This design comes from an exercise in tuning for small area, a short achievable clock period and few clock cycles per item on the open sky130 flow, not from production work. Function was checked by simulation only, so behaviour that the tests miss may differ from the original. No activity file was given, so power comes from the tool's default toggle rates.

===== design/flow/design.v =====
module multi_64_33_9_10_16_3(clk, reset, s_data_in_x, s_valid_x, s_ready_x, m_data_out_y, m_valid_y, m_ready_y);
  input                       clk, reset, s_valid_x, m_ready_y;
  input signed [15:0]         s_data_in_x;
  output logic                s_ready_x, m_valid_y;
  output logic signed [15:0]  m_data_out_y;
  logic [5:0] cnt;               
  logic       acc_in;
  assign acc_in = s_valid_x & s_ready_x;
  logic signed [15:0] x_r;
  logic       v1;
  logic [2:0] i1;               
  always_ff @(posedge clk) begin
    x_r <= s_data_in_x;
    i1  <= {cnt >= 6'd49, cnt >= 6'd40, cnt[5]};
    if (reset) begin
      cnt <= 6'd0;
      v1  <= 1'b0;
    end else begin
      v1  <= acc_in;
      if (acc_in) cnt <= cnt + 6'd1;
    end
  end
  logic signed [15:0] l1_in1;    
  always_ff @(posedge clk) l1_in1 <= x_r;
  logic signed [15:0] l1_d3;
  logic signed [15:0] l1_d5;
  logic signed [15:0] l1_d9;
  logic signed [15:0] l1_d17;
  logic signed [15:0] l1_d65;
  always_ff @(posedge clk) begin
    l1_d3 <= (s_data_in_x <<< 1) + s_data_in_x;
    l1_d5 <= (s_data_in_x <<< 2) + s_data_in_x;
    l1_d9 <= (s_data_in_x <<< 3) + s_data_in_x;
    l1_d17 <= (s_data_in_x <<< 4) + s_data_in_x;
    l1_d65 <= (s_data_in_x <<< 6) + s_data_in_x;
  end
  logic signed [15:0] l1_m3, l1_f3;
  assign l1_m3 = l1_d3;
  logic signed [15:0] l1_m9, l1_f9;
  assign l1_m9 = l1_d9;
  logic signed [15:0] l1_m13, l1_f13;
  assign l1_m13 = x_r + (l1_d3 <<< 2);
  logic signed [15:0] l1_m17, l1_f17;
  assign l1_m17 = l1_d17;
  logic signed [15:0] l1_m27, l1_f27;
  assign l1_m27 = (x_r <<< 5) - l1_d5;
  logic signed [15:0] l1_m37, l1_f37;
  assign l1_m37 = (x_r <<< 5) + l1_d5;
  logic signed [15:0] l1_m43, l1_f43;
  assign l1_m43 = l1_d3 + (l1_d5 <<< 3);
  logic signed [15:0] l1_m45, l1_f45;
  assign l1_m45 = (l1_d3 <<< 4) - l1_d3;
  logic signed [15:0] l1_m49, l1_f49;
  assign l1_m49 = x_r + (l1_d3 <<< 4);
  logic signed [15:0] l1_m65, l1_f65;
  assign l1_m65 = l1_d65;
  logic signed [15:0] l1_m71, l1_f71;
  assign l1_m71 = (l1_d9 <<< 3) - x_r;
  logic signed [15:0] l1_m97, l1_f97;
  assign l1_m97 = x_r + (l1_d3 <<< 5);
  logic signed [15:0] l1_m99, l1_f99;
  assign l1_m99 = l1_d3 + (l1_d3 <<< 5);
  logic signed [15:0] l1_m111, l1_f111;
  assign l1_m111 = (x_r <<< 7) - l1_d17;
  logic signed [15:0] l1_m119, l1_f119;
  assign l1_m119 = (x_r <<< 7) - l1_d9;
  logic signed [15:0] l1_m121, l1_f121;
  assign l1_m121 = (l1_d65 <<< 1) - l1_d9;
  logic signed [15:0] l1_m123, l1_f123;
  assign l1_m123 = (x_r <<< 7) - l1_d5;
  logic signed [15:0] l1_m135, l1_f135;
  assign l1_m135 = (l1_d17 <<< 3) - x_r;
  logic signed [15:0] l1_m139, l1_f139;
  assign l1_m139 = l1_d3 + (l1_d17 <<< 3);
  logic signed [15:0] l1_m157, l1_f157;
  assign l1_m157 = (l1_d5 <<< 5) - l1_d3;
  logic signed [15:0] l1_m165, l1_f165;
  assign l1_m165 = l1_d5 + (l1_d5 <<< 5);
  logic signed [15:0] l1_m181, l1_f181;
  assign l1_m181 = x_r - (l1_d3 <<< 2) + (l1_d3 <<< 6);
  logic signed [15:0] l1_m187, l1_f187;
  assign l1_m187 = (l1_d3 <<< 6) - l1_d5;
  logic signed [15:0] l1_m193, l1_f193;
  assign l1_m193 = x_r + (l1_d3 <<< 6);
  logic signed [15:0] l1_m203, l1_f203;
  assign l1_m203 = (x_r <<< 3) + l1_d3 + (l1_d3 <<< 6);
  logic signed [15:0] l1_m205, l1_f205;
  assign l1_m205 = x_r + (l1_d3 <<< 2) + (l1_d3 <<< 6);
  logic signed [15:0] l1_m207, l1_f207;
  assign l1_m207 = (l1_d17 <<< 4) - l1_d65;
  logic signed [15:0] l1_m223, l1_f223;
  assign l1_m223 = (l1_d9 <<< 5) - l1_d65;
  logic [32:0] l1_sat;    
  logic l1_neg;             
  logic l1_va;
  always_ff @(posedge clk) begin
    l1_f3 <= l1_m3;
    l1_f9 <= l1_m9;
    l1_f13 <= l1_m13;
    l1_f17 <= l1_m17;
    l1_f27 <= l1_m27;
    l1_f37 <= l1_m37;
    l1_f43 <= l1_m43;
    l1_f45 <= l1_m45;
    l1_f49 <= l1_m49;
    l1_f65 <= l1_m65;
    l1_f71 <= l1_m71;
    l1_f97 <= l1_m97;
    l1_f99 <= l1_m99;
    l1_f111 <= l1_m111;
    l1_f119 <= l1_m119;
    l1_f121 <= l1_m121;
    l1_f123 <= l1_m123;
    l1_f135 <= l1_m135;
    l1_f139 <= l1_m139;
    l1_f157 <= l1_m157;
    l1_f165 <= l1_m165;
    l1_f181 <= l1_m181;
    l1_f187 <= l1_m187;
    l1_f193 <= l1_m193;
    l1_f203 <= l1_m203;
    l1_f205 <= l1_m205;
    l1_f207 <= l1_m207;
    l1_f223 <= l1_m223;
    l1_sat[0] <= (x_r <= -16'sd505) | (x_r >= 16'sd505);
    l1_sat[1] <= (x_r >= 16'sd5462) | (x_r <= -16'sd5462);
    l1_sat[2] <= (x_r <= -16'sd456) | (x_r >= 16'sd456);
    l1_sat[3] <= (x_r <= -16'sd209) | (x_r >= 16'sd209);
    l1_sat[4] <= (x_r <= -16'sd168) | (x_r >= 16'sd168);
    l1_sat[5] <= (x_r >= 16'sd166) | (x_r <= -16'sd166);
    l1_sat[6] <= (x_r <= -16'sd296) | (x_r >= 16'sd296);
    l1_sat[7] <= (x_r >= 16'sd170) | (x_r <= -16'sd170);
    l1_sat[8] <= (x_r <= -16'sd128) | (x_r >= 16'sd128);
    l1_sat[9] <= (x_r >= 16'sd763) | (x_r <= -16'sd763);
    l1_sat[10] <= (x_r >= 16'sd176) | (x_r <= -16'sd176);
    l1_sat[11] <= (x_r >= 16'sd443) | (x_r <= -16'sd443);
    l1_sat[12] <= (x_r <= -16'sd462) | (x_r >= 16'sd462);
    l1_sat[13] <= (x_r >= 16'sd159) | (x_r <= -16'sd159);
    l1_sat[14] <= (x_r >= 16'sd162) | (x_r <= -16'sd162);
    l1_sat[15] <= (x_r <= -16'sd134) | (x_r >= 16'sd134);
    l1_sat[16] <= (x_r <= -16'sd158) | (x_r >= 16'sd158);
    l1_sat[17] <= (x_r <= -16'sd169) | (x_r >= 16'sd169);
    l1_sat[18] <= (x_r >= 16'sd296) | (x_r <= -16'sd296);
    l1_sat[19] <= (x_r <= -16'sd2731) | (x_r >= 16'sd2731);
    l1_sat[20] <= (x_r >= 16'sd1928) | (x_r <= -16'sd1928);
    l1_sat[21] <= (x_r <= -16'sd147) | (x_r >= 16'sd147);
    l1_sat[22] <= (x_r >= 16'sd243) | (x_r <= -16'sd243);
    l1_sat[23] <= (x_r <= -16'sd199) | (x_r >= 16'sd199);
    l1_sat[24] <= (x_r >= 16'sd152) | (x_r <= -16'sd152);
    l1_sat[25] <= (x_r <= -16'sd136) | (x_r >= 16'sd136);
    l1_sat[26] <= (x_r <= -16'sd138) | (x_r >= 16'sd138);
    l1_sat[27] <= (x_r <= -16'sd166) | (x_r >= 16'sd166);
    l1_sat[28] <= (x_r >= 16'sd182) | (x_r <= -16'sd182);
    l1_sat[29] <= (x_r >= 16'sd729) | (x_r <= -16'sd729);
    l1_sat[30] <= (x_r >= 16'sd241) | (x_r <= -16'sd241);
    l1_sat[31] <= (x_r <= -16'sd236) | (x_r >= 16'sd236);
    l1_sat[32] <= (x_r <= -16'sd160) | (x_r >= 16'sd160);
    l1_neg <= x_r[15];
    l1_va <= reset ? 1'b0 : v1;
  end
  logic [32:1][15:0] l1_s;
  logic [32:0][16:0] l1_t;
  logic signed [16:0] l1_o0;
  assign l1_o0 = (l1_sat[0] ? (l1_neg ? -17'sd32767 : 17'sd32768) : 17'(signed'(l1_f65)));
  assign l1_t[0] = 17'sd0 - l1_o0;
  logic signed [16:0] l1_o1;
  assign l1_o1 = (l1_sat[1] ? (!l1_neg ? 17'sd32767 : -17'sd32768) : 17'(signed'((l1_f3 <<< 1))));
  assign l1_t[1] = 17'(signed'(l1_s[1])) + l1_o1;
  logic signed [16:0] l1_o2;
  assign l1_o2 = (l1_sat[2] ? (l1_neg ? -17'sd32767 : 17'sd32768) : 17'(signed'((l1_f9 <<< 3))));
  assign l1_t[2] = 17'(signed'(l1_s[2])) - l1_o2;
  logic signed [16:0] l1_o3;
  assign l1_o3 = (l1_sat[3] ? (l1_neg ? -17'sd32767 : 17'sd32768) : 17'(signed'(l1_f157)));
  assign l1_t[3] = 17'(signed'(l1_s[3])) - l1_o3;
  logic signed [16:0] l1_o4;
  assign l1_o4 = (l1_sat[4] ? (l1_neg ? -17'sd32767 : 17'sd32768) : 17'(signed'((l1_f49 <<< 2))));
  assign l1_t[4] = 17'(signed'(l1_s[4])) - l1_o4;
  logic signed [16:0] l1_o5;
  assign l1_o5 = (l1_sat[5] ? (!l1_neg ? 17'sd32767 : -17'sd32768) : 17'(signed'((l1_f99 <<< 1))));
  assign l1_t[5] = 17'(signed'(l1_s[5])) + l1_o5;
  logic signed [16:0] l1_o6;
  assign l1_o6 = (l1_sat[6] ? (l1_neg ? -17'sd32767 : 17'sd32768) : 17'(signed'(l1_f111)));
  assign l1_t[6] = 17'(signed'(l1_s[6])) - l1_o6;
  logic signed [16:0] l1_o7;
  assign l1_o7 = (l1_sat[7] ? (!l1_neg ? 17'sd32767 : -17'sd32768) : 17'(signed'(l1_f193)));
  assign l1_t[7] = 17'(signed'(l1_s[7])) + l1_o7;
  logic signed [16:0] l1_o8;
  assign l1_o8 = (l1_sat[8] ? (l1_neg ? -17'sd32767 : 17'sd32768) : 17'(signed'((l1_in1 <<< 8))));
  assign l1_t[8] = 17'(signed'(l1_s[8])) - l1_o8;
  logic signed [16:0] l1_o9;
  assign l1_o9 = (l1_sat[9] ? (!l1_neg ? 17'sd32767 : -17'sd32768) : 17'(signed'(l1_f43)));
  assign l1_t[9] = 17'(signed'(l1_s[9])) + l1_o9;
  logic signed [16:0] l1_o10;
  assign l1_o10 = (l1_sat[10] ? (!l1_neg ? 17'sd32767 : -17'sd32768) : 17'(signed'(l1_f187)));
  assign l1_t[10] = 17'(signed'(l1_s[10])) + l1_o10;
  logic signed [16:0] l1_o11;
  assign l1_o11 = (l1_sat[11] ? (!l1_neg ? 17'sd32767 : -17'sd32768) : 17'(signed'((l1_f37 <<< 1))));
  assign l1_t[11] = 17'(signed'(l1_s[11])) + l1_o11;
  logic signed [16:0] l1_o12;
  assign l1_o12 = (l1_sat[12] ? (l1_neg ? -17'sd32767 : 17'sd32768) : 17'(signed'(l1_f71)));
  assign l1_t[12] = 17'(signed'(l1_s[12])) - l1_o12;
  logic signed [16:0] l1_o13;
  assign l1_o13 = (l1_sat[13] ? (!l1_neg ? 17'sd32767 : -17'sd32768) : 17'(signed'(l1_f207)));
  assign l1_t[13] = 17'(signed'(l1_s[13])) + l1_o13;
  logic signed [16:0] l1_o14;
  assign l1_o14 = (l1_sat[14] ? (!l1_neg ? 17'sd32767 : -17'sd32768) : 17'(signed'(l1_f203)));
  assign l1_t[14] = 17'(signed'(l1_s[14])) + l1_o14;
  logic signed [16:0] l1_o15;
  assign l1_o15 = (l1_sat[15] ? (l1_neg ? -17'sd32767 : 17'sd32768) : 17'(signed'((l1_f123 <<< 1))));
  assign l1_t[15] = 17'(signed'(l1_s[15])) - l1_o15;
  logic signed [16:0] l1_o16;
  assign l1_o16 = (l1_sat[16] ? (l1_neg ? -17'sd32767 : 17'sd32768) : 17'(signed'((l1_f13 <<< 4))));
  assign l1_t[16] = 17'(signed'(l1_s[16])) - l1_o16;
  logic signed [16:0] l1_o17;
  assign l1_o17 = (l1_sat[17] ? (l1_neg ? -17'sd32767 : 17'sd32768) : 17'(signed'((l1_f97 <<< 1))));
  assign l1_t[17] = 17'(signed'(l1_s[17])) - l1_o17;
  logic signed [16:0] l1_o18;
  assign l1_o18 = (l1_sat[18] ? (!l1_neg ? 17'sd32767 : -17'sd32768) : 17'(signed'(l1_f111)));
  assign l1_t[18] = 17'(signed'(l1_s[18])) + l1_o18;
  logic signed [16:0] l1_o19;
  assign l1_o19 = (l1_sat[19] ? (l1_neg ? -17'sd32767 : 17'sd32768) : 17'(signed'((l1_f3 <<< 2))));
  assign l1_t[19] = 17'(signed'(l1_s[19])) - l1_o19;
  logic signed [16:0] l1_o20;
  assign l1_o20 = (l1_sat[20] ? (!l1_neg ? 17'sd32767 : -17'sd32768) : 17'(signed'(l1_f17)));
  assign l1_t[20] = 17'(signed'(l1_s[20])) + l1_o20;
  logic signed [16:0] l1_o21;
  assign l1_o21 = (l1_sat[21] ? (l1_neg ? -17'sd32767 : 17'sd32768) : 17'(signed'(l1_f223)));
  assign l1_t[21] = 17'(signed'(l1_s[21])) - l1_o21;
  logic signed [16:0] l1_o22;
  assign l1_o22 = (l1_sat[22] ? (!l1_neg ? 17'sd32767 : -17'sd32768) : 17'(signed'(l1_f135)));
  assign l1_t[22] = 17'(signed'(l1_s[22])) + l1_o22;
  logic signed [16:0] l1_o23;
  assign l1_o23 = (l1_sat[23] ? (l1_neg ? -17'sd32767 : 17'sd32768) : 17'(signed'(l1_f165)));
  assign l1_t[23] = 17'(signed'(l1_s[23])) - l1_o23;
  logic signed [16:0] l1_o24;
  assign l1_o24 = (l1_sat[24] ? (!l1_neg ? 17'sd32767 : -17'sd32768) : 17'(signed'((l1_f27 <<< 3))));
  assign l1_t[24] = 17'(signed'(l1_s[24])) + l1_o24;
  logic signed [16:0] l1_o25;
  assign l1_o25 = (l1_sat[25] ? (l1_neg ? -17'sd32767 : 17'sd32768) : 17'(signed'((l1_f121 <<< 1))));
  assign l1_t[25] = 17'(signed'(l1_s[25])) - l1_o25;
  logic signed [16:0] l1_o26;
  assign l1_o26 = (l1_sat[26] ? (l1_neg ? -17'sd32767 : 17'sd32768) : 17'(signed'((l1_f119 <<< 1))));
  assign l1_t[26] = 17'(signed'(l1_s[26])) - l1_o26;
  logic signed [16:0] l1_o27;
  assign l1_o27 = (l1_sat[27] ? (l1_neg ? -17'sd32767 : 17'sd32768) : 17'(signed'((l1_f99 <<< 1))));
  assign l1_t[27] = 17'(signed'(l1_s[27])) - l1_o27;
  logic signed [16:0] l1_o28;
  assign l1_o28 = (l1_sat[28] ? (!l1_neg ? 17'sd32767 : -17'sd32768) : 17'(signed'(l1_f181)));
  assign l1_t[28] = 17'(signed'(l1_s[28])) + l1_o28;
  logic signed [16:0] l1_o29;
  assign l1_o29 = (l1_sat[29] ? (!l1_neg ? 17'sd32767 : -17'sd32768) : 17'(signed'(l1_f45)));
  assign l1_t[29] = 17'(signed'(l1_s[29])) + l1_o29;
  logic signed [16:0] l1_o30;
  assign l1_o30 = (l1_sat[30] ? (!l1_neg ? 17'sd32767 : -17'sd32768) : 17'(signed'((l1_f17 <<< 3))));
  assign l1_t[30] = 17'(signed'(l1_s[30])) + l1_o30;
  logic signed [16:0] l1_o31;
  assign l1_o31 = (l1_sat[31] ? (l1_neg ? -17'sd32767 : 17'sd32768) : 17'(signed'(l1_f139)));
  assign l1_t[31] = 17'(signed'(l1_s[31])) - l1_o31;
  logic signed [16:0] l1_o32;
  assign l1_o32 = (l1_sat[32] ? (l1_neg ? -17'sd32767 : 17'sd32768) : 17'(signed'(l1_f205)));
  assign l1_t[32] = 17'(signed'(l1_s[32])) - l1_o32;
  always_ff @(posedge clk) begin
    if (l1_va) begin
      l1_s[1] <= (l1_t[0][16] != l1_t[0][15]) ? (l1_t[0][16] ? 16'h8000 : 16'h7fff) : l1_t[0][15:0];
      l1_s[2] <= (l1_t[1][16] != l1_t[1][15]) ? (l1_t[1][16] ? 16'h8000 : 16'h7fff) : l1_t[1][15:0];
      l1_s[3] <= (l1_t[2][16] != l1_t[2][15]) ? (l1_t[2][16] ? 16'h8000 : 16'h7fff) : l1_t[2][15:0];
      l1_s[4] <= (l1_t[3][16] != l1_t[3][15]) ? (l1_t[3][16] ? 16'h8000 : 16'h7fff) : l1_t[3][15:0];
      l1_s[5] <= (l1_t[4][16] != l1_t[4][15]) ? (l1_t[4][16] ? 16'h8000 : 16'h7fff) : l1_t[4][15:0];
      l1_s[6] <= (l1_t[5][16] != l1_t[5][15]) ? (l1_t[5][16] ? 16'h8000 : 16'h7fff) : l1_t[5][15:0];
      l1_s[7] <= (l1_t[6][16] != l1_t[6][15]) ? (l1_t[6][16] ? 16'h8000 : 16'h7fff) : l1_t[6][15:0];
      l1_s[8] <= (l1_t[7][16] != l1_t[7][15]) ? (l1_t[7][16] ? 16'h8000 : 16'h7fff) : l1_t[7][15:0];
      l1_s[9] <= (l1_t[8][16] != l1_t[8][15]) ? (l1_t[8][16] ? 16'h8000 : 16'h7fff) : l1_t[8][15:0];
      l1_s[10] <= (l1_t[9][16] != l1_t[9][15]) ? (l1_t[9][16] ? 16'h8000 : 16'h7fff) : l1_t[9][15:0];
      l1_s[11] <= (l1_t[10][16] != l1_t[10][15]) ? (l1_t[10][16] ? 16'h8000 : 16'h7fff) : l1_t[10][15:0];
      l1_s[12] <= (l1_t[11][16] != l1_t[11][15]) ? (l1_t[11][16] ? 16'h8000 : 16'h7fff) : l1_t[11][15:0];
      l1_s[13] <= (l1_t[12][16] != l1_t[12][15]) ? (l1_t[12][16] ? 16'h8000 : 16'h7fff) : l1_t[12][15:0];
      l1_s[14] <= (l1_t[13][16] != l1_t[13][15]) ? (l1_t[13][16] ? 16'h8000 : 16'h7fff) : l1_t[13][15:0];
      l1_s[15] <= (l1_t[14][16] != l1_t[14][15]) ? (l1_t[14][16] ? 16'h8000 : 16'h7fff) : l1_t[14][15:0];
      l1_s[16] <= (l1_t[15][16] != l1_t[15][15]) ? (l1_t[15][16] ? 16'h8000 : 16'h7fff) : l1_t[15][15:0];
      l1_s[17] <= (l1_t[16][16] != l1_t[16][15]) ? (l1_t[16][16] ? 16'h8000 : 16'h7fff) : l1_t[16][15:0];
      l1_s[18] <= (l1_t[17][16] != l1_t[17][15]) ? (l1_t[17][16] ? 16'h8000 : 16'h7fff) : l1_t[17][15:0];
      l1_s[19] <= (l1_t[18][16] != l1_t[18][15]) ? (l1_t[18][16] ? 16'h8000 : 16'h7fff) : l1_t[18][15:0];
      l1_s[20] <= (l1_t[19][16] != l1_t[19][15]) ? (l1_t[19][16] ? 16'h8000 : 16'h7fff) : l1_t[19][15:0];
      l1_s[21] <= (l1_t[20][16] != l1_t[20][15]) ? (l1_t[20][16] ? 16'h8000 : 16'h7fff) : l1_t[20][15:0];
      l1_s[22] <= (l1_t[21][16] != l1_t[21][15]) ? (l1_t[21][16] ? 16'h8000 : 16'h7fff) : l1_t[21][15:0];
      l1_s[23] <= (l1_t[22][16] != l1_t[22][15]) ? (l1_t[22][16] ? 16'h8000 : 16'h7fff) : l1_t[22][15:0];
      l1_s[24] <= (l1_t[23][16] != l1_t[23][15]) ? (l1_t[23][16] ? 16'h8000 : 16'h7fff) : l1_t[23][15:0];
      l1_s[25] <= (l1_t[24][16] != l1_t[24][15]) ? (l1_t[24][16] ? 16'h8000 : 16'h7fff) : l1_t[24][15:0];
      l1_s[26] <= (l1_t[25][16] != l1_t[25][15]) ? (l1_t[25][16] ? 16'h8000 : 16'h7fff) : l1_t[25][15:0];
      l1_s[27] <= (l1_t[26][16] != l1_t[26][15]) ? (l1_t[26][16] ? 16'h8000 : 16'h7fff) : l1_t[26][15:0];
      l1_s[28] <= (l1_t[27][16] != l1_t[27][15]) ? (l1_t[27][16] ? 16'h8000 : 16'h7fff) : l1_t[27][15:0];
      l1_s[29] <= (l1_t[28][16] != l1_t[28][15]) ? (l1_t[28][16] ? 16'h8000 : 16'h7fff) : l1_t[28][15:0];
      l1_s[30] <= (l1_t[29][16] != l1_t[29][15]) ? (l1_t[29][16] ? 16'h8000 : 16'h7fff) : l1_t[29][15:0];
      l1_s[31] <= (l1_t[30][16] != l1_t[30][15]) ? (l1_t[30][16] ? 16'h8000 : 16'h7fff) : l1_t[30][15:0];
      l1_s[32] <= (l1_t[31][16] != l1_t[31][15]) ? (l1_t[31][16] ? 16'h8000 : 16'h7fff) : l1_t[31][15:0];
    end
  end
  logic [14:0] l1_y;    
  assign l1_y = l1_t[32][16] ? 15'd0 : (l1_t[32][15] ? 15'h7fff : l1_t[32][14:0]);
  logic [2:0] i2;
  always_ff @(posedge clk) i2 <= i1;
  logic [14:0] b_r;
  logic bv;
  logic [1:0] bi;
  always_ff @(posedge clk) begin
    b_r <= l1_y;
    bi <= i2[2:1];
    bv <= reset ? 1'b0 : (l1_va & i2[0]);
  end
  logic signed [15:0] bx;
  assign bx = {1'b0, b_r};
  logic signed [15:0] l2_d3;
  assign l2_d3 = (bx <<< 1) + bx;
  logic signed [15:0] l2_d5;
  assign l2_d5 = (bx <<< 2) + bx;
  logic signed [15:0] l2_d9;
  assign l2_d9 = (bx <<< 3) + bx;
  logic signed [15:0] l2_d127;
  assign l2_d127 = (bx <<< 7) - bx;
  logic signed [15:0] l2_m3, l2_f3;
  assign l2_m3 = l2_d3;
  logic signed [15:0] l2_m5, l2_f5;
  assign l2_m5 = l2_d5;
  logic signed [15:0] l2_m9, l2_f9;
  assign l2_m9 = l2_d9;
  logic signed [15:0] l2_m59, l2_f59;
  assign l2_m59 = (bx <<< 6) - l2_d5;
  logic signed [15:0] l2_m105, l2_f105;
  assign l2_m105 = (l2_d3 <<< 5) + l2_d9;
  logic signed [15:0] l2_m107, l2_f107;
  assign l2_m107 = l2_d127 - (l2_d5 <<< 2);
  logic signed [15:0] l2_m125, l2_f125;
  assign l2_m125 = (bx <<< 7) - l2_d3;
  logic signed [15:0] l2_m207, l2_f207;
  assign l2_m207 = (l2_d5 <<< 4) + l2_d127;
  logic [8:0] l2_sat;    
  logic l2_va;
  always_ff @(posedge clk) begin
    l2_f3 <= l2_m3;
    l2_f5 <= l2_m5;
    l2_f9 <= l2_m9;
    l2_f59 <= l2_m59;
    l2_f105 <= l2_m105;
    l2_f107 <= l2_m107;
    l2_f125 <= l2_m125;
    l2_f207 <= l2_m207;
    l2_sat[0] <= (bx >= 16'sd171);
    l2_sat[1] <= (bx >= 16'sd820);
    l2_sat[2] <= (bx >= 16'sd228);
    l2_sat[3] <= (bx >= 16'sd132);
    l2_sat[4] <= (bx >= 16'sd313);
    l2_sat[5] <= (bx >= 16'sd159);
    l2_sat[6] <= (bx >= 16'sd132);
    l2_sat[7] <= (bx >= 16'sd307);
    l2_sat[8] <= (bx >= 16'sd139);
    l2_va <= reset ? 1'b0 : bv;
  end
  logic [15:0] l2_r0;
  assign l2_r0 = 16'd0 + (l2_sat[0] ? 16'h8000 : ~(16'((l2_f3 <<< 6)))) + {15'd0, !l2_sat[0]};
  logic [15:0] l2_s1;
  logic [15:0] l2_r1;
  assign l2_r1 = l2_s1 + (l2_sat[1] ? 16'h8000 : ~(16'((l2_f5 <<< 3)))) + {15'd0, !l2_sat[1]};
  logic [15:0] l2_s2;
  logic [15:0] l2_r2;
  assign l2_r2 = l2_s2 + (l2_sat[2] ? 16'h8000 : ~(16'((l2_f9 <<< 4)))) + {15'd0, !l2_sat[2]};
  logic [15:0] l2_s3;
  logic [15:0] l2_r3;
  assign l2_r3 = l2_s3 + (l2_sat[3] ? 16'h8000 : ~(16'((l2_f125 <<< 1)))) + {15'd0, !l2_sat[3]};
  logic [15:0] l2_s4;
  logic [15:0] l2_r4;
  assign l2_r4 = l2_s4 + (l2_sat[4] ? 16'h7fff : 16'(l2_f105)) + {15'd0, 1'b0};
  logic [15:0] l2_s5;
  logic [15:0] l2_r5;
  assign l2_r5 = l2_s5 + (l2_sat[5] ? 16'h8000 : ~(16'(l2_f207))) + {15'd0, !l2_sat[5]};
  logic [15:0] l2_s6;
  logic [15:0] l2_r6;
  assign l2_r6 = l2_s6 + (l2_sat[6] ? 16'h8000 : ~(16'((l2_f125 <<< 1)))) + {15'd0, !l2_sat[6]};
  logic [15:0] l2_s7;
  logic [15:0] l2_r7;
  assign l2_r7 = l2_s7 + (l2_sat[7] ? 16'h8000 : ~(16'(l2_f107))) + {15'd0, !l2_sat[7]};
  logic [15:0] l2_s8;
  logic [15:0] l2_r8;
  assign l2_r8 = l2_s8 + (l2_sat[8] ? 16'h7fff : 16'((l2_f59 <<< 2))) + {15'd0, 1'b0};
  logic [14:0] l2_y;    
  assign l2_y = (~l2_s8[15] & l2_r8[15]) ? 15'h7fff : (l2_r8[15] ? 15'd0 : l2_r8[14:0]);
  always_ff @(posedge clk) begin
    if (l2_va) begin
      l2_s1 <= l2_r0[15:0];
      l2_s2 <= (l2_s1[15] & ~l2_r1[15]) ? 16'h8000 : (l2_r1[15:0]);
      l2_s3 <= (l2_s2[15] & ~l2_r2[15]) ? 16'h8000 : (l2_r2[15:0]);
      l2_s4 <= (l2_s3[15] & ~l2_r3[15]) ? 16'h8000 : (l2_r3[15:0]);
      l2_s5 <= l2_r4[15:0];
      l2_s6 <= (l2_s5[15] & ~l2_r5[15]) ? 16'h8000 : (l2_r5[15:0]);
      l2_s7 <= (l2_s6[15] & ~l2_r6[15]) ? 16'h8000 : (l2_r6[15:0]);
      l2_s8 <= (l2_s7[15] & ~l2_r7[15]) ? 16'h8000 : (l2_r7[15:0]);
    end
  end
  logic [1:0] bi3;
  always_ff @(posedge clk) bi3 <= bi;
  logic [14:0] c_r;
  logic cv;
  logic ci;
  always_ff @(posedge clk) begin
    c_r <= l2_y;
    ci <= bi3[1];
    cv <= reset ? 1'b0 : (l2_va & bi3[0]);
  end
  logic signed [15:0] cx;
  assign cx = {1'b0, c_r};
  logic signed [15:0] l3_in1;
  always_ff @(posedge clk) l3_in1 <= cx;
  logic signed [15:0] l3_d5;
  assign l3_d5 = (cx <<< 2) + cx;
  logic signed [15:0] l3_m5, l3_f5;
  assign l3_m5 = l3_d5;
  logic signed [15:0] l3_m11, l3_f11;
  assign l3_m11 = cx + (l3_d5 <<< 1);
  logic signed [15:0] l3_m27, l3_f27;
  assign l3_m27 = (cx <<< 5) - l3_d5;
  logic signed [15:0] l3_m39, l3_f39;
  assign l3_m39 = (l3_d5 <<< 3) - cx;
  logic signed [15:0] l3_m45, l3_f45;
  assign l3_m45 = l3_d5 + (l3_d5 <<< 3);
  logic signed [15:0] l3_m57, l3_f57;
  assign l3_m57 = cx - (cx <<< 3) + (cx <<< 6);
  logic signed [15:0] l3_m59, l3_f59;
  assign l3_m59 = (cx <<< 6) - l3_d5;
  logic signed [15:0] l3_m149, l3_f149;
  assign l3_m149 = cx + (cx <<< 7) + (l3_d5 <<< 2);
  logic signed [15:0] l3_m187, l3_f187;
  assign l3_m187 = (cx <<< 6) + (cx <<< 7) - l3_d5;
  logic [9:0] l3_sat;    
  logic l3_va;
  always_ff @(posedge clk) begin
    l3_f5 <= l3_m5;
    l3_f11 <= l3_m11;
    l3_f27 <= l3_m27;
    l3_f39 <= l3_m39;
    l3_f45 <= l3_m45;
    l3_f57 <= l3_m57;
    l3_f59 <= l3_m59;
    l3_f149 <= l3_m149;
    l3_f187 <= l3_m187;
    l3_sat[0] <= (cx >= 16'sd410);
    l3_sat[1] <= (cx >= 16'sd421);
    l3_sat[2] <= (cx >= 16'sd176);
    l3_sat[3] <= (cx >= 16'sd1214);
    l3_sat[4] <= (cx >= 16'sd373);
    l3_sat[5] <= (cx >= 16'sd139);
    l3_sat[6] <= (cx >= 16'sd365);
    l3_sat[7] <= (cx >= 16'sd575);
    l3_sat[8] <= (cx >= 16'sd1024);
    l3_sat[9] <= (cx >= 16'sd220);
    l3_va <= reset ? 1'b0 : cv;
  end
  logic [15:0] l3_r0;
  assign l3_r0 = 16'd0 + (l3_sat[0] ? 16'h7fff : 16'((l3_f5 <<< 4))) + {15'd0, 1'b0};
  logic [14:0] l3_s1;
  logic [15:0] l3_r1;
  assign l3_r1 = {1'b0, l3_s1} + (l3_sat[1] ? 16'h7fff : 16'((l3_f39 <<< 1))) + {15'd0, 1'b0};
  logic [14:0] l3_s2;
  logic [15:0] l3_r2;
  assign l3_r2 = {1'b0, l3_s2} + (l3_sat[2] ? 16'h7fff : 16'(l3_f187)) + {15'd0, 1'b0};
  logic [14:0] l3_s3;
  logic [15:0] l3_r3;
  assign l3_r3 = {1'b0, l3_s3} + (l3_sat[3] ? 16'h7fff : 16'(l3_f27)) + {15'd0, 1'b0};
  logic [14:0] l3_s4;
  logic [15:0] l3_r4;
  assign l3_r4 = {1'b0, l3_s4} + (l3_sat[4] ? 16'h7fff : 16'((l3_f11 <<< 3))) + {15'd0, 1'b0};
  logic [14:0] l3_s5;
  logic [15:0] l3_r5;
  assign l3_r5 = {1'b0, l3_s5} + (l3_sat[5] ? 16'h7fff : 16'((l3_f59 <<< 2))) + {15'd0, 1'b0};
  logic [14:0] l3_s6;
  logic [15:0] l3_r6;
  assign l3_r6 = {1'b0, l3_s6} + (l3_sat[6] ? 16'h7fff : 16'((l3_f45 <<< 1))) + {15'd0, 1'b0};
  logic [14:0] l3_s7;
  logic [15:0] l3_r7;
  assign l3_r7 = {1'b0, l3_s7} + (l3_sat[7] ? 16'h8000 : ~(16'(l3_f57))) + {15'd0, !l3_sat[7]};
  logic [15:0] l3_s8;
  logic [15:0] l3_r8;
  assign l3_r8 = l3_s8 + (l3_sat[8] ? 16'h8000 : ~(16'((l3_in1 <<< 5)))) + {15'd0, !l3_sat[8]};
  logic [15:0] l3_s9;
  logic [15:0] l3_r9;
  assign l3_r9 = l3_s9 + (l3_sat[9] ? 16'h8000 : ~(16'(l3_f149))) + {15'd0, !l3_sat[9]};
  logic [14:0] l3_y;    
  assign l3_y = (l3_s9[15] & ~l3_r9[15]) ? 15'd0 : (l3_r9[15] ? 15'd0 : l3_r9[14:0]);
  always_ff @(posedge clk) begin
    if (l3_va) begin
      l3_s1 <= l3_r0[14:0];
      l3_s2 <= (~1'b0 & l3_r1[15]) ? 15'h7fff : l3_r1[14:0];
      l3_s3 <= (~1'b0 & l3_r2[15]) ? 15'h7fff : l3_r2[14:0];
      l3_s4 <= (~1'b0 & l3_r3[15]) ? 15'h7fff : l3_r3[14:0];
      l3_s5 <= (~1'b0 & l3_r4[15]) ? 15'h7fff : l3_r4[14:0];
      l3_s6 <= (~1'b0 & l3_r5[15]) ? 15'h7fff : l3_r5[14:0];
      l3_s7 <= (~1'b0 & l3_r6[15]) ? 15'h7fff : l3_r6[14:0];
      l3_s8 <= l3_r7[15:0];
      l3_s9 <= (l3_s8[15] & ~l3_r8[15]) ? 16'h8000 : (l3_r8[15:0]);
    end
  end
  logic ci5;
  always_ff @(posedge clk) ci5 <= ci;
  logic       push;
  assign push = l3_va & ci5;
  logic [6:0][14:0] q;
  logic [2:0] wp, rp;
  logic [3:0] qn;
  logic [3:0] pend, pend_n;
  logic [14:0] out_r;
  logic        out_v, pop;
  logic [5:0]  cnt_n;
  assign pop = out_v & m_ready_y;
  assign m_valid_y = out_v;
  assign m_data_out_y = {1'b0, out_r};
  assign cnt_n = acc_in ? cnt + 6'd1 : cnt;
  assign pend_n = pend + 4'(acc_in & (cnt >= 6'd49)) - 4'(pop);
  logic        take;        
  logic        adv;         
  assign take = ~out_v | m_ready_y;
  assign adv  = take & ((qn != 0) | push);
  always_ff @(posedge clk) begin
    if (push) q[wp] <= l3_y;
    if (take) out_r <= (qn != 0) ? q[rp] : l3_y;
    if (reset) begin
      out_v <= 1'b0; qn <= '0; wp <= '0; rp <= '0; pend <= '0; s_ready_x <= 1'b1;
    end else begin
      pend <= pend_n;
      s_ready_x <= (cnt_n < 6'd49) | (pend_n < 4'd8);
      if (take) out_v <= (qn != 0) | push;
      if (push) wp <= (wp == 3'd6) ? '0 : wp + 1'b1;
      if (adv)  rp <= (rp == 3'd6) ? '0 : rp + 1'b1;
      qn <= qn + 4'(push) - 4'(adv);
    end
  end
endmodule

===== design/flow/flow/run.sh =====
#!/bin/bash
set -euo pipefail
MARGIN=$(cat flow/margin.txt)
echo "running standard.sh with SETUP_SLACK_MARGIN=$MARGIN" > flow_run.log
bash standard.sh SETUP_SLACK_MARGIN=$MARGIN finish > standard_make.log 2>&1
echo "done" >> flow_run.log

===== design/flow/flow/margin.txt =====
6.3

===== design/flow/standard.sh =====
#!/bin/bash
# synth_recipe.tcl (not shown) runs the flow's synth.tcl, then flattens the netlist and writes it again
# the make line also repeats each setting of config.mk as NAME=value (left out here)
make -C /OpenROAD-flow-scripts/flow DESIGN_CONFIG=/design/flow/config.mk WORK_HOME=/design/flow/orfs CLKGATE_MAP_FILE= SYNTH_SCRIPT=/design/flow/synth_recipe.tcl "${@:-finish}"

===== design/flow/config.mk =====
export PLATFORM = sky130hd
export DESIGN_NAME = multi_64_33_9_10_16_3
export DESIGN_NICKNAME = multi_64_33_9_10_16_3
export VERILOG_FILES = /design/flow/design.v
export SDC_FILE = /design/flow/constraint.sdc
export NUM_CORES = 4
export LEC_CHECK = 0
export CAP_MARGIN = 20
export CORE_MARGIN = 2
export CORE_UTILIZATION = 40
export SLEW_MARGIN = 20

===== design/flow/constraint.sdc =====
create_clock -name core_clock -period 10.0 [get_ports {clk}]
set_input_delay 2.0000 -clock core_clock [delete_from_list [all_inputs] [get_ports {clk}]]
set_output_delay 2.0000 -clock core_clock [all_outputs]
set_load 0.01 [all_outputs]

==> run_summary.xml, run 1 <==
<?xml version="1.0" encoding="UTF-8"?>
<metrics>
  <group name="sta">
    <metric name="rsz_0062_raised_after_global_routing" unit="">true</metric>
    <metric name="tightest_slew" unit="ns">1.11</metric>
    <metric name="final.setup.tns" unit="ns">0</metric>
    <metric name="timing.final.crit_share" unit="%">38.9</metric>
    <metric name="fmax" unit="MHz">257</metric>
    <metric name="setup_ws" unit="ns">6.11</metric>
    <metric name="slew_viol_final" unit="">0</metric>
    <metric name="post-route-min-period" unit="ns">3.89</metric>
    <metric name="finalHoldViolations" unit="">0</metric>
    <metric name="report.final.setup_viol" unit="">0</metric>
    <metric name="max_slew_margin" unit="%">26.2</metric>
    <metric name="clock_skew" unit="ns">0.0654</metric>
  </group>
  <group name="power_and_ir_drop">
    <metric name="share_clk_of_total_power" unit="%">19.5</metric>
    <metric name="power.density" unit="nW/um2">282</metric>
    <metric name="power_frac_comb" unit="%">54.0</metric>
    <metric name="cellLeakagePower" unit="nW">53.6</metric>
    <metric name="switching_power" unit="mW">15.2</metric>
    <metric name="vdd_ir_drop_max" unit="uV">568</metric>
    <metric name="power_switching_share" unit="%">41.1</metric>
    <metric name="cellInternalPower" unit="mW">21.8</metric>
    <metric name="share_seq_of_total_power" unit="%">26.4</metric>
  </group>
  <group name="cts">
    <metric name="clock_tree_buf_depth" unit="">4</metric>
    <metric name="cts_root_buf" unit="">sky130_fd_sc_hd__clkbuf_16</metric>
    <metric name="cts-hold-fix-buffers" unit="">0</metric>
    <metric name="cts_max_level" unit="">4</metric>
    <metric name="clock-sinks" unit="">1628</metric>
    <metric name="clk_pin_slew" unit="ns">0.06</metric>
    <metric name="number_of_clock_buffers_inserted_by_tritoncts" unit="">195</metric>
    <metric name="clkLatencyLatePin" unit="ns">0.88</metric>
    <metric name="tritoncts_clock_tree" unit="">done</metric>
  </group>
  <group name="worst_hold_path">
    <metric name="hp-class" unit="">flop to flop</metric>
  </group>
  <group name="finish">
    <metric name="post_route_cells_drive_above_1_share" unit="%">14.8</metric>
    <metric name="final_net_count" unit="">13700</metric>
    <metric name="area.growth.synth_to_final" unit="%">17.6</metric>
  </group>
  <group name="outcome">
    <metric name="status" unit="">no timing/DRC/antenna violations</metric>
  </group>
  <group name="drt">
    <metric name="detailedRoute.firstPassIterationCount" unit="">6</metric>
    <metric name="drtAntennaViolNets" unit="">0</metric>
    <metric name="number_of_drc_markers_after_the_initial_detailed_route_iteration" unit="">7291</metric>
    <metric name="viasPerCell" unit="">5.65</metric>
    <metric name="wl_per_cell" unit="um">22.4</metric>
    <metric name="residual_drc" unit="">0</metric>
    <metric name="vias" unit="">91300</metric>
    <metric name="postRouteWirelength" unit="um">362000</metric>
  </group>
  <group name="logic_synthesis">
    <metric name="synth-edff-count" unit="">885</metric>
    <metric name="synthFlopType" unit="">sky130_fd_sc_hd__edfxtp_1</metric>
    <metric name="synth_xor_xnor_area_share" unit="%">8.91</metric>
    <metric name="yosysSeqAreaShare" unit="%">37.1</metric>
    <metric name="synth_mux_area_share" unit="%">0.947</metric>
    <metric name="adder_cell_area_share_of_the_yosys_netlist" unit="%">17.3</metric>
    <metric name="synth.avg_cell_area" unit="um2">9.48</metric>
    <metric name="post_synth_instance_area" unit="um2">112000</metric>
    <metric name="async_flop_share" unit="%">0</metric>
    <metric name="synth_compound_gate_area_share" unit="%">18.7</metric>
    <metric name="syn-instance-count" unit="">11800</metric>
    <metric name="main_combinational_cell_family_by_area_after_synthesis" unit="">compound AO/OA/AOI/OAI gates</metric>
    <metric name="post_synth_and_or_nand_nor_area_fraction" unit="%">13.4</metric>
    <metric name="synth_warnings" unit="">1</metric>
    <metric name="yosys.cell_types.count" unit="">113</metric>
    <metric name="ffs_latches_synth" unit="">1628</metric>
  </group>
  <group name="floorplanning">
    <metric name="ios" unit="">38</metric>
    <metric name="fp.dieH" unit="um">532</metric>
    <metric name="design.core.area" unit="um2">277000</metric>
    <metric name="initial_utilization" unit="%">40.3</metric>
    <metric name="chipWidth" unit="um">532</metric>
    <metric name="std_cell_rows" unit="">193</metric>
    <metric name="design.die.area" unit="um2">283000</metric>
  </group>
  <group name="placement">
    <metric name="detailed_place_hpwl" unit="um">264000</metric>
    <metric name="place_congestion" unit="">0.998</metric>
    <metric name="pre_cts_ws" unit="ns">4.50</metric>
    <metric name="port-buffer-count" unit="">36</metric>
  </group>
  <group name="setup_path">
    <metric name="crit_required" unit="ns">10.60</metric>
    <metric name="cp_max_fo" unit="">15</metric>
    <metric name="setup.worst_path.class" unit="">flop to flop</metric>
    <metric name="worst_path_max_delay_cell" unit="">sky130_fd_sc_hd__dfxtp_4</metric>
    <metric name="worstPathCellList" unit="">buf_12 -&gt; buf_16 -&gt; buf_12 -&gt; buf_4 -&gt; nand2b_2 -&gt; buf_4 -&gt; buf_4 -&gt; nand2_1 -&gt; ha_1 -&gt; nor2b_1 -&gt; a311o_1 -&gt; o31a_1 -&gt; a22o_1 -&gt; or3_4 -&gt; a21oi_4 -&gt; buf_12 -&gt; o21ai_1</metric>
    <metric name="slowest_delay" unit="ns">0.37</metric>
    <metric name="worst_setup_path_end_kind" unit="">flop</metric>
    <metric name="worst_path_arrival" unit="ns">4.49</metric>
    <metric name="timing.critical_path.from_type" unit="">flop</metric>
  </group>
  <group name="grt">
    <metric name="grt.overflow.total" unit="">0</metric>
    <metric name="groute.usage.overall" unit="%">24.1</metric>
    <metric name="first_global_vias" unit="">87700</metric>
    <metric name="grt_antenna_before_repair" unit="">24</metric>
    <metric name="first_pass_grt_wire_length" unit="um">531000</metric>
    <metric name="largest_net_degree_at_the_start_of_global_routing" unit="">157</metric>
  </group>
  <group name="job">
    <metric name="max-cap-violations" unit="">0</metric>
  </group>
</metrics>
sequential cells by signal, indices dropped and copies added, names as in the netlist, 16 cells and up:
name and cells:
l1_s 512, l3_s9 16, l2_s8 16, l2_s6 16
l2_s7 16, q 105, l3_s8 16, l1_sat 31
x_r 16, l2_s5 16, l2_f207 16
area by class of cell:
cell class / instances / area [um2]
fill: 25500 / 146000
multi-input combinational: 9127 / 70600
sequential: 1628 / 41600
clock buffer: 259 / 5560
timing repair buffer: 539 / 4970
tap: 3705 / 4640
inverter: 797 / 3100
clock inverter: 97 / 902
antenna: 8 / 20.0
layer usage:
| layer | vias up | GRT usage (%) | wire [um] |
|---|---|---|---|
| li1 | 43400 | - | - |
| met5 | - | 0 | 178 |
| met2 | 2921 | 38.9 | 163000 |
| met1 | 44000 | 31.3 | 155000 |
| met3 | 856 | 3.79 | 22600 |
| met4 | 26 | 12.0 | 20800 |
power by group through the flow:
| stage | registers [mW] | logic [mW] | clock network (mW) |
|---|---|---|---|
| final | 9.79 | 20.0 | 7.24 |
| after global routing | 9.88 | 21.6 | 7.62 |
| after CTS | 9.78 | 18.2 | 7.36 |
| after detailed placement | 9.96 | 16.7 | 0 |
| after global placement | 9.96 | 16.4 | 0 |
| after floorplan | 9.43 | 12.3 | 0 |
final timing paths:
path,from,end,slack [ns],depth (start not counted)
setup / recovery,l1_neg,l1_s[93],6.11,17
hold reg to reg,i2[1],bi[0],0.32,0
hold / removal,i2[1],bi[0],0.32,0
setup reg to reg,l1_neg,l1_s[93],6.11,17
synth_stat cells (283+ instances only):
cell                       number  area share [%]
sky130_fd_sc_hd__a21o_1       301             2.0
sky130_fd_sc_hd__a21oi_1      980             4.4
sky130_fd_sc_hd__dfxtp_1      743              13
sky130_fd_sc_hd__edfxtp_1     885              24
sky130_fd_sc_hd__ha_1        1319              15
sky130_fd_sc_hd__inv_1        794             2.7
sky130_fd_sc_hd__nand2_1      757             2.5
sky130_fd_sc_hd__nand2b_1     296             1.7
sky130_fd_sc_hd__nor2_1       861             2.9
sky130_fd_sc_hd__nor3_1       283             1.3
sky130_fd_sc_hd__o21ai_0      811             3.6
sky130_fd_sc_hd__xnor2_1      735             5.8
sky130_fd_sc_hd__xor2_1       395             3.1
timing repair:
action                     4_1_cts  5_1_grt
setup endpoints to repair      919      800
gates cloned                    18       22
gates resized for setup        499      614
buffers inserted               193      209
pin swaps                      134      326
through the flow:
stage	power (mW)	hold slack [ns]	cell area [um2]	cells	utilization, %
6_report	37.0	0.316	131000	16200	47.4
5_1_grt	39.1	0.303	131000	16200	47.4
4_1_cts	35.4	0.292	127000	15900	45.8
3_5_place_dp	26.7	0.312	117000	15400	42.1
3_3_place_gp	26.4	0.315	117000	15400	42.1
2_1_floorplan	21.7	0.310	112000	11800	-
critical path, delay by kind of cell (launching register included):
kind	cells	cell delay, ns
flip-flops	1	0.37
adder cells (fa/ha/maj)	1	0.28
AO/OA/AOI/OAI	5	1.17
buffers and inverters	7	1.01
AND/OR/NAND/NOR	4	0.79
cells by family after synthesis:
| kind of cell | Yosys count |
|---|---|
| AOI/OAI and AO/OA | 3302 |
| xor gates and xnor gates | 1133 |
| adders and majority gates | 1483 |
| buffers and inverters | 1054 |
| DFF | 1628 |
| muxes | 85 |
| other | 1 |
| and+or+nand+nor | 3091 |
layout by cell type, fill, tap and decap left out, types with 53 or more instances in the layout:
cell type                      n
sky130_fd_sc_hd__ha_1       1253
sky130_fd_sc_hd__edfxtp_1    885
sky130_fd_sc_hd__a21oi_1     849
sky130_fd_sc_hd__nor2_1      817
sky130_fd_sc_hd__inv_1       755
sky130_fd_sc_hd__nand2_1     726
sky130_fd_sc_hd__o21ai_0     708
sky130_fd_sc_hd__xnor2_1     697
sky130_fd_sc_hd__dfxtp_1     688
sky130_fd_sc_hd__buf_4       411
sky130_fd_sc_hd__xor2_1      376
sky130_fd_sc_hd__a21o_1      301
sky130_fd_sc_hd__nand2b_1    277
sky130_fd_sc_hd__nor3_1      271
sky130_fd_sc_hd__o21a_1      234
sky130_fd_sc_hd__clkbuf_16   207
sky130_fd_sc_hd__or2_2       176
sky130_fd_sc_hd__nand3_1     158
sky130_fd_sc_hd__o21bai_1    151
sky130_fd_sc_hd__nor2b_1     148
sky130_fd_sc_hd__a21oi_2     115
sky130_fd_sc_hd__fa_1         90
sky130_fd_sc_hd__and3_1       86
sky130_fd_sc_hd__o211ai_1     82
sky130_fd_sc_hd__a31oi_1      81
sky130_fd_sc_hd__o21ai_1      75
sky130_fd_sc_hd__or3_1        62
sky130_fd_sc_hd__a22o_1       56
sky130_fd_sc_hd__mux2i_1      53
Testbench counts, summed over its fixed seeds: cycles 5,176, frames 80.
==> run 2: changes to the inputs <==
==> design/flow/flow/margin.txt (replaced) <==
6.0
==> run 2 against run 1 <==
Still clean. Non-clock buffer count shrank 263. First-iteration DRC count decreased by 3.7%. Routed wire length is 0.34% lower. Sequential share of layout area grew 1.3 points. Critical path depth increased by 1. Sequential cell count unchanged. Sequential power barely moved. Synthesized cell count did not move. Area after synthesis unchanged. Largest power group unchanged.
==> run_summary.xml, run 2 <==
<?xml version="1.0" encoding="UTF-8"?>
<metrics>
  <group name="outcome">
    <metric name="status" unit="">no timing/DRC/antenna violations</metric>
  </group>
  <group name="drt">
    <metric name="postRouteWirelength" unit="um">361000</metric>
    <metric name="residual_drc" unit="">0</metric>
    <metric name="vias" unit="">89400</metric>
    <metric name="number_of_drc_markers_after_the_initial_detailed_route_iteration" unit="">7023</metric>
    <metric name="wl_per_cell" unit="um">22.7</metric>
    <metric name="detailedRoute.firstPassIterationCount" unit="">6</metric>
    <metric name="viasPerCell" unit="">5.63</metric>
    <metric name="drtAntennaViolNets" unit="">0</metric>
  </group>
  <group name="floorplanning">
    <metric name="design.core.area" unit="um2">277000</metric>
    <metric name="ios" unit="">38</metric>
    <metric name="std_cell_rows" unit="">193</metric>
    <metric name="fp.dieH" unit="um">532</metric>
    <metric name="chipWidth" unit="um">532</metric>
    <metric name="initial_utilization" unit="%">40.3</metric>
    <metric name="design.die.area" unit="um2">283000</metric>
  </group>
  <group name="sta">
    <metric name="slew_viol_final" unit="">0</metric>
    <metric name="report.final.setup_viol" unit="">0</metric>
    <metric name="post-route-min-period" unit="ns">3.98</metric>
    <metric name="tightest_slew" unit="ns">1.14</metric>
    <metric name="setup_ws" unit="ns">6.02</metric>
    <metric name="max_slew_margin" unit="%">23.0</metric>
    <metric name="timing.final.crit_share" unit="%">39.8</metric>
    <metric name="clock_skew" unit="ns">0.0838</metric>
    <metric name="final.setup.tns" unit="ns">0</metric>
    <metric name="finalHoldViolations" unit="">0</metric>
    <metric name="rsz_0062_raised_after_global_routing" unit="">true</metric>
    <metric name="fmax" unit="MHz">251</metric>
  </group>
  <group name="logic_synthesis">
    <metric name="synth_warnings" unit="">1</metric>
    <metric name="adder_cell_area_share_of_the_yosys_netlist" unit="%">17.3</metric>
    <metric name="async_flop_share" unit="%">0</metric>
    <metric name="synth_xor_xnor_area_share" unit="%">8.91</metric>
    <metric name="post_synth_instance_area" unit="um2">112000</metric>
    <metric name="synth.avg_cell_area" unit="um2">9.48</metric>
    <metric name="yosys.cell_types.count" unit="">113</metric>
    <metric name="synth-edff-count" unit="">885</metric>
    <metric name="main_combinational_cell_family_by_area_after_synthesis" unit="">compound AO/OA/AOI/OAI gates</metric>
    <metric name="post_synth_and_or_nand_nor_area_fraction" unit="%">13.4</metric>
    <metric name="synthFlopType" unit="">sky130_fd_sc_hd__edfxtp_1</metric>
    <metric name="most_numerous_cell_in_the_yosys_netlist" unit="">sky130_fd_sc_hd__ha_1</metric>
    <metric name="synth_mux_area_share" unit="%">0.947</metric>
    <metric name="synth_top_area_cell" unit="">sky130_fd_sc_hd__edfxtp_1</metric>
    <metric name="syn-instance-count" unit="">11800</metric>
    <metric name="ffs_latches_synth" unit="">1628</metric>
    <metric name="ys_top_cells_by_count" unit="">1,319 x sky130_fd_sc_hd__ha_1, 980 x sky130_fd_sc_hd__a21oi_1, 885 x sky130_fd_sc_hd__edfxtp_1, 861 x sky130_fd_sc_hd__nor2_1, 811 x sky130_fd_sc_hd__o21ai_0</metric>
    <metric name="synthDominantCellAreaShare" unit="%">23.8</metric>
    <metric name="synth_compound_gate_area_share" unit="%">18.7</metric>
    <metric name="synth.top_cells.by_area" unit="">sky130_fd_sc_hd__edfxtp_1 24%, sky130_fd_sc_hd__ha_1 15%, sky130_fd_sc_hd__dfxtp_1 13%, sky130_fd_sc_hd__xnor2_1 5.8%, sky130_fd_sc_hd__a21oi_1 4.4%</metric>
    <metric name="yosysSeqAreaShare" unit="%">37.1</metric>
  </group>
  <group name="power_and_ir_drop">
    <metric name="power.density" unit="nW/um2">276</metric>
    <metric name="fin_total_pwr" unit="mW">34.8</metric>
    <metric name="vdd_ir_drop_max" unit="uV">349</metric>
    <metric name="cellLeakagePower" unit="nW">51.6</metric>
  </group>
  <group name="cts">
    <metric name="clock-sinks" unit="">1628</metric>
    <metric name="cts-hold-fix-buffers" unit="">0</metric>
    <metric name="cts_root_buf" unit="">sky130_fd_sc_hd__clkbuf_16</metric>
    <metric name="tritoncts_clock_tree" unit="">done</metric>
    <metric name="clock_tree_buf_depth" unit="">4</metric>
    <metric name="clkLatencyLatePin" unit="ns">0.88</metric>
    <metric name="cts_max_level" unit="">4</metric>
    <metric name="number_of_clock_buffers_inserted_by_tritoncts" unit="">192</metric>
    <metric name="clk_pin_slew" unit="ns">0.06</metric>
  </group>
  <group name="finish">
    <metric name="final_net_count" unit="">13500</metric>
    <metric name="mostFrequentLayoutCells" unit="">1,302 x sky130_fd_sc_hd__ha_1, 940 x sky130_fd_sc_hd__a21oi_1, 885 x sky130_fd_sc_hd__edfxtp_1</metric>
    <metric name="final.fill_count" unit="">26100</metric>
    <metric name="post_route_cells_drive_above_1_share" unit="%">9.45</metric>
    <metric name="biggest_register" unit="">l1_s</metric>
    <metric name="area.sequential" unit="um2">41500</metric>
    <metric name="multi_input_area" unit="um2">67600</metric>
    <metric name="reg_top3" unit="">l1_s: 512 flops, q: 105 flops, l1_sat: 31 flops</metric>
    <metric name="area.growth.synth_to_final" unit="%">12.8</metric>
    <metric name="layout.cells.most_common" unit="">sky130_fd_sc_hd__ha_1</metric>
    <metric name="largest_register_ffs" unit="">512</metric>
    <metric name="postLayoutCellArea" unit="um2">126000</metric>
  </group>
  <group name="setup_path">
    <metric name="worst_setup_path_end_kind" unit="">flop</metric>
    <metric name="worst_path_arrival" unit="ns">4.73</metric>
    <metric name="timing.critical_path.from_type" unit="">flop</metric>
    <metric name="cp_max_fo" unit="">4</metric>
    <metric name="crit_required" unit="ns">10.75</metric>
    <metric name="setup.worst_path.class" unit="">flop to flop</metric>
  </group>
  <group name="grt">
    <metric name="first_pass_grt_wire_length" unit="um">530000</metric>
    <metric name="largest_net_degree_at_the_start_of_global_routing" unit="">163</metric>
    <metric name="grt.overflow.total" unit="">0</metric>
    <metric name="groute.usage.overall" unit="%">24.3</metric>
    <metric name="grt_antenna_before_repair" unit="">25</metric>
    <metric name="first_global_vias" unit="">86700</metric>
  </group>
  <group name="placement">
    <metric name="pre_cts_ws" unit="ns">4.69</metric>
    <metric name="place_congestion" unit="">0.958</metric>
    <metric name="port-buffer-count" unit="">36</metric>
    <metric name="detailed_place_hpwl" unit="um">270000</metric>
    <metric name="dpl-instance-area" unit="um2">117000</metric>
  </group>
  <group name="job">
    <metric name="max-cap-violations" unit="">0</metric>
  </group>
  <group name="worst_hold_path">
    <metric name="hp-class" unit="">flop to flop</metric>
  </group>
</metrics>
## run 2: cell counts after synthesis
No cell type changed its count.
## run 2: cell families (layout without fill, tap and decap cells)
group,after synthesis,count (layout)
muxes,85,85
and+or+nand+nor,3091,3094
AOI/OAI and AO/OA,3302,3306
adders and majority gates,1483,1483
buffers and inverters,1054,1422
other,1,16
DFF,1628,1628
xor gates and xnor gates,1133,1134
## run 2: final cells by class
type,count,area share (%)
Clock inverter,92,0.652
Sequential cell,1628,33.0
Inverter,797,2.43
Multi-Input combinational cell,9104,53.7
Timing Repair Buffer,276,2.08
Antenna cell,14,0.0278
Tap cell,3705,3.68
Clock buffer,257,4.49
## run 2: critical path, stage by stage (launching register included)
cell and delay, ns:
sky130_fd_sc_hd__dfxtp_4 0.35, sky130_fd_sc_hd__ha_2 0.21, sky130_fd_sc_hd__fa_2 0.38, sky130_fd_sc_hd__a21o_1 0.20, sky130_fd_sc_hd__a21oi_2 0.18, sky130_fd_sc_hd__o21bai_2 0.12
sky130_fd_sc_hd__a21oi_2 0.26, sky130_fd_sc_hd__xnor2_4 0.19, sky130_fd_sc_hd__inv_4 0.11, sky130_fd_sc_hd__fa_1 0.49, sky130_fd_sc_hd__ha_4 0.30, sky130_fd_sc_hd__nand2_1 0.06
sky130_fd_sc_hd__a2111oi_2 0.29, sky130_fd_sc_hd__o21ai_1 0.13, sky130_fd_sc_hd__a21boi_1 0.19, sky130_fd_sc_hd__o21ai_0 0.11, sky130_fd_sc_hd__nand2b_1 0.10, sky130_fd_sc_hd__a21oi_2 0.06
sky130_fd_sc_hd__xnor2_1 0.12
## run 2: report_power, final
group          switching (mW)  internal [mW]  total, mW
Combinational            10.3           7.47       17.7
Clock                    3.01           4.23       7.24
Sequential              0.970           8.81       9.78
Total                    14.2           20.5       34.8
## run 2: repair_timing
action	4_1_cts	5_1_grt
pin swaps	13	55
resized for setup	181	265
setup buffers	46	89
endpoints found under the setup margin	649	595
gates cloned	2	12
## run 2: per-stage QoR
| stage | utilization, % | instances | hold WS, ns |
|---|---|---|---|
| after floorplan | - | 11800 | 0.310 |
| after global placement | 42.1 | 15400 | 0.311 |
| after detailed placement | 42.1 | 15400 | 0.312 |
| after CTS | 44.8 | 15800 | 0.327 |
| after global routing | 45.5 | 15900 | 0.333 |
| final | 45.5 | 15900 | 0.326 |
## run 2: worst paths after layout
| kind | cells after the start | start | endpoint | slack (ns) |
|---|---|---|---|---|
| max | 18 | c_r[0] | l3_f187[14] | 6.02 |
| min | 0 | i1[1] | i2[1] | 0.33 |
| max reg2reg | 18 | c_r[0] | l3_f187[14] | 6.02 |
| min reg2reg | 0 | i1[1] | i2[1] | 0.33 |
## run 2: routing by layer
metal,GRT usage [%],up-vias,part of all wire (%)
li1,-,42800,-
met5,0,-,0.011
met2,39.8,2754,46
met1,31.6,43100,43
met4,11.1,6,5.2
met3,3.33,726,6.1
==> run 3: changes to the inputs <==
--- a/design/flow/config.mk
+++ b/design/flow/config.mk
@@ -8,4 +8,4 @@
 export CAP_MARGIN = 20
 export CORE_MARGIN = 2
-export CORE_UTILIZATION = 40
+export CORE_UTILIZATION = 55
 export SLEW_MARGIN = 20
==> run 3 against run 2 <==
Routed wire length down 1.4%. Combinational power is 2% higher. Still clean on timing, DRC and antenna. Area after synthesis is the same. Total power is 0.69% higher. Clock skew fell by 0.055 ns. Sequential cell count stayed put. Via count increased by 1.0%. Fmax down 1.4%. Sequential power hardly changed. Highest routed layer unchanged. Synthesized cell count unchanged. Die area down 27%.
==> run_summary.xml, run 3 <==
<?xml version="1.0" encoding="UTF-8"?>
<metrics>
  <group name="outcome">
    <metric name="status" unit="">no timing/DRC/antenna violations</metric>
  </group>
  <group name="logic_synthesis">
    <metric name="post_synth_and_or_nand_nor_area_fraction" unit="%">13.4</metric>
    <metric name="synth_xor_xnor_area_share" unit="%">8.91</metric>
    <metric name="ys_top_cells_by_count" unit="">1,319 x sky130_fd_sc_hd__ha_1, 980 x sky130_fd_sc_hd__a21oi_1, 885 x sky130_fd_sc_hd__edfxtp_1, 861 x sky130_fd_sc_hd__nor2_1, 811 x sky130_fd_sc_hd__o21ai_0</metric>
    <metric name="synth.top_cells.by_area" unit="">sky130_fd_sc_hd__edfxtp_1 24%, sky130_fd_sc_hd__ha_1 15%, sky130_fd_sc_hd__dfxtp_1 13%, sky130_fd_sc_hd__xnor2_1 5.8%, sky130_fd_sc_hd__a21oi_1 4.4%</metric>
    <metric name="yosysSeqAreaShare" unit="%">37.1</metric>
    <metric name="syn-instance-count" unit="">11800</metric>
    <metric name="synth_warnings" unit="">1</metric>
    <metric name="async_flop_share" unit="%">0</metric>
    <metric name="synth.avg_cell_area" unit="um2">9.48</metric>
    <metric name="main_combinational_cell_family_by_area_after_synthesis" unit="">compound AO/OA/AOI/OAI gates</metric>
    <metric name="ffs_latches_synth" unit="">1628</metric>
    <metric name="synth_mux_area_share" unit="%">0.947</metric>
    <metric name="most_numerous_cell_in_the_yosys_netlist" unit="">sky130_fd_sc_hd__ha_1</metric>
    <metric name="post_synth_instance_area" unit="um2">112000</metric>
  </group>
  <group name="drt">
    <metric name="drtAntennaViolNets" unit="">0</metric>
    <metric name="number_of_drc_markers_after_the_initial_detailed_route_iteration" unit="">8007</metric>
    <metric name="wl_per_cell" unit="um">24.0</metric>
    <metric name="residual_drc" unit="">0</metric>
    <metric name="viasPerCell" unit="">6.09</metric>
  </group>
  <group name="cts">
    <metric name="cts_max_level" unit="">4</metric>
    <metric name="clock-sinks" unit="">1628</metric>
    <metric name="tritoncts_clock_tree" unit="">done</metric>
    <metric name="cts-hold-fix-buffers" unit="">0</metric>
    <metric name="clk_pin_slew" unit="ns">0.06</metric>
    <metric name="clkLatencyLatePin" unit="ns">0.85</metric>
    <metric name="cts_root_buf" unit="">sky130_fd_sc_hd__clkbuf_16</metric>
  </group>
  <group name="grt">
    <metric name="gr-usage-met2" unit="%">51.1</metric>
    <metric name="groute.usage.overall" unit="%">33.3</metric>
    <metric name="grt.overflow.total" unit="">0</metric>
    <metric name="first_global_vias" unit="">85800</metric>
    <metric name="grt_antenna_before_repair" unit="">32</metric>
    <metric name="grtUsageMet1" unit="%">45.2</metric>
  </group>
  <group name="finish">
    <metric name="post_route_cells_drive_above_1_share" unit="%">9.23</metric>
    <metric name="final_net_count" unit="">13400</metric>
    <metric name="biggest_register" unit="">l1_s</metric>
    <metric name="mostFrequentLayoutCells" unit="">1,301 x sky130_fd_sc_hd__ha_1, 948 x sky130_fd_sc_hd__a21oi_1, 885 x sky130_fd_sc_hd__edfxtp_1</metric>
  </group>
  <group name="setup_path">
    <metric name="crit_required" unit="ns">10.58</metric>
    <metric name="cp_top_family" unit="">compound AO/OA/AOI/OAI gates</metric>
    <metric name="worst_path_max_delay_cell" unit="">sky130_fd_sc_hd__a211oi_2</metric>
    <metric name="critical_path_depth" unit="">8</metric>
    <metric name="worstReg2RegStart" unit="">x_r[9]</metric>
    <metric name="timing.critical_path.from_type" unit="">flop</metric>
    <metric name="cp_max_fo" unit="">14</metric>
    <metric name="worstPathCellList" unit="">buf_4 -&gt; clkinv_1 -&gt; nor2_1 -&gt; nand3_1 -&gt; a211oi_2 -&gt; o21ai_0 -&gt; a21oi_1 -&gt; o21ai_0</metric>
    <metric name="critical-path-top-cell-by-count" unit="">sky130_fd_sc_hd__o21ai_0</metric>
    <metric name="setup.worst_path.class" unit="">flop to flop</metric>
    <metric name="reg2reg_slack" unit="ns">5.96</metric>
    <metric name="slowest_delay" unit="ns">0.66</metric>
    <metric name="worst_path_arrival" unit="ns">4.62</metric>
  </group>
  <group name="sta">
    <metric name="fmax" unit="MHz">248</metric>
    <metric name="final.hold.worst_slack" unit="ns">0.326</metric>
    <metric name="finalHoldViolations" unit="">0</metric>
    <metric name="tightest_slew" unit="ns">1.25</metric>
    <metric name="post-route-min-period" unit="ns">4.04</metric>
    <metric name="timing.final.crit_share" unit="%">40.4</metric>
    <metric name="slew_viol_final" unit="">0</metric>
  </group>
  <group name="power_and_ir_drop">
    <metric name="vdd_ir_drop_max" unit="uV">375</metric>
    <metric name="power.density" unit="nW/um2">281</metric>
    <metric name="fin_total_pwr" unit="mW">35.0</metric>
  </group>
  <group name="placement">
    <metric name="detailed_place_hpwl" unit="um">268000</metric>
    <metric name="place_congestion" unit="">1.01</metric>
  </group>
  <group name="worst_hold_path">
    <metric name="hp-class" unit="">flop to flop</metric>
    <metric name="whs_endpoint" unit="">i2[1]</metric>
    <metric name="timing.hold.worst.start" unit="">i1[1]</metric>
    <metric name="hold-path-cell-count" unit="">0</metric>
  </group>
  <group name="floorplanning">
    <metric name="std_cell_rows" unit="">165</metric>
    <metric name="chipWidth" unit="um">455</metric>
    <metric name="fp.dieH" unit="um">455</metric>
    <metric name="ios" unit="">38</metric>
  </group>
  <group name="job">
    <metric name="max-cap-violations" unit="">0</metric>
  </group>
</metrics>
-- run 3: cell types whose count changed in the layout (fill, tap and decap cells not counted), sizes merged, moves of 4 or more --
cell           previous run  this run
clkbuf                  266       243
clkinv                   48        67
bufinv                    9        17
diode                    14         8
buf                     235       240
clkdlybuf4s50            23        28
clkinvlp                 30        26
dlygate4sd2               4         0
inv                     802       798
-- run 3: worst max path at each step --
stage                   startpoint          end  slack [ns]
floorplan                    l1_va      l1_s[0]        5.80
global placement    s_data_in_x[1]   l1_d17[14]        4.70
detailed placement  s_data_in_x[1]    l1_d3[15]        4.73
CTS                         b_r[0]  l2_f125[14]        5.96
global route                l1_neg    l1_s[162]        5.83
finish                      x_r[9]   l1_sat[26]        5.96
-- run 3: timing repair --
action | in CTS | in global routing
setup endpoints to repair | 666 | 700
buffers inserted | 47 | 85
gates cloned | 2 | 10
gates resized for setup | 159 | 252
pin swaps | 14 | 59
-- run 3: area by class of cell --
type,instances,area (um2),area share (%)
diodes,8,20.0,0.0161
inverters,797,3050,2.45
flip-flops and latches,1628,41500,33.4
repair buffers,280,2580,2.07
clock buffers,234,5120,4.11
clock inverters,111,1200,0.966
multi-input cells,9104,67600,54.3
well taps,2672,3340,2.69
-- run 3: power breakdown --
group / switching [mW] / leakage, nW / internal, mW
clock: 2.99 / 3.11 / 4.10
sequential: 0.981 / 14.3 / 8.81
combinational: 10.6 / 34.0 / 7.53
total: 14.6 / 51.4 / 20.4
-- run 3: cells by family after synthesis --
| logic type | after synthesis |
|---|---|
| mux | 85 |
| buf+inv | 1054 |
| fa+ha+maj | 1483 |
| xor+xnor | 1133 |
| compound gates | 3302 |
| simple gates | 3091 |
| other cells | 1 |
| flops | 1628 |
-- run 3: worst reg2reg max path: stages (launching register included) --
cell	delay [ns]
sky130_fd_sc_hd__dfxtp_1	0.31
sky130_fd_sc_hd__buf_4	0.37
sky130_fd_sc_hd__clkinv_1	0.62
sky130_fd_sc_hd__nor2_1	0.51
sky130_fd_sc_hd__nand3_1	0.51
sky130_fd_sc_hd__a211oi_2	0.66
sky130_fd_sc_hd__o21ai_0	0.21
sky130_fd_sc_hd__a21oi_1	0.22
sky130_fd_sc_hd__o21ai_0	0.36
-- run 3: stage by stage --
stage | cells | setup WS (ns) | area [um2] | util [%]
6_report | 14800 | 5.96 | 124000 | 61.6
5_1_grt | 14800 | 5.83 | 124000 | 61.6
4_1_cts | 14700 | 5.96 | 123000 | 60.7
3_5_place_dp | 14300 | 4.73 | 115000 | 57.1
3_3_place_gp | 14300 | 4.70 | 115000 | 57.1
2_1_floorplan | 11800 | 5.80 | 112000 | -
-- run 3: layer usage --
layer  up-vias  share of wire, %
met5         -             0.021
met4        12               5.5
met3       842               8.2
met2      3456                44
met1     43200                43
li1      42800                 -

[separate check: timing with driven ports]
Ports are ideal in the flow. The routed layouts listed here were re-timed in OpenROAD. Step 1: set_driving_cell puts a clkbuf_16 on clk and a buf_2 on each other input, an assumption about the parent block. Step 2 moves the port delays by t, midway between the first and last clock arrival at a register: inputs arrive t later, outputs are due t later. That takes back most of the time a late clock gives input paths. Three values: ideal ports, drivers, drivers and shift; two values: the first two.
| run | t (ns) | setup slack, ns | cell pins on the clock port's net |
|---|---|---|---|
| run 1 | 0.961 | 6.110 / 6.110 / 5.547 | 1 |
| run 2 | 0.945 | 6.021 / 6.021 / 5.288 | 1 |
| run 3 | 0.936 | 5.963 / 5.963 / 5.282 | 1 |
After both steps setup and hold are still met in every run listed. For run 2, which loses most, drivers alone change the setup slack by 0.000 ns; drivers and shift together by -0.733 ns.
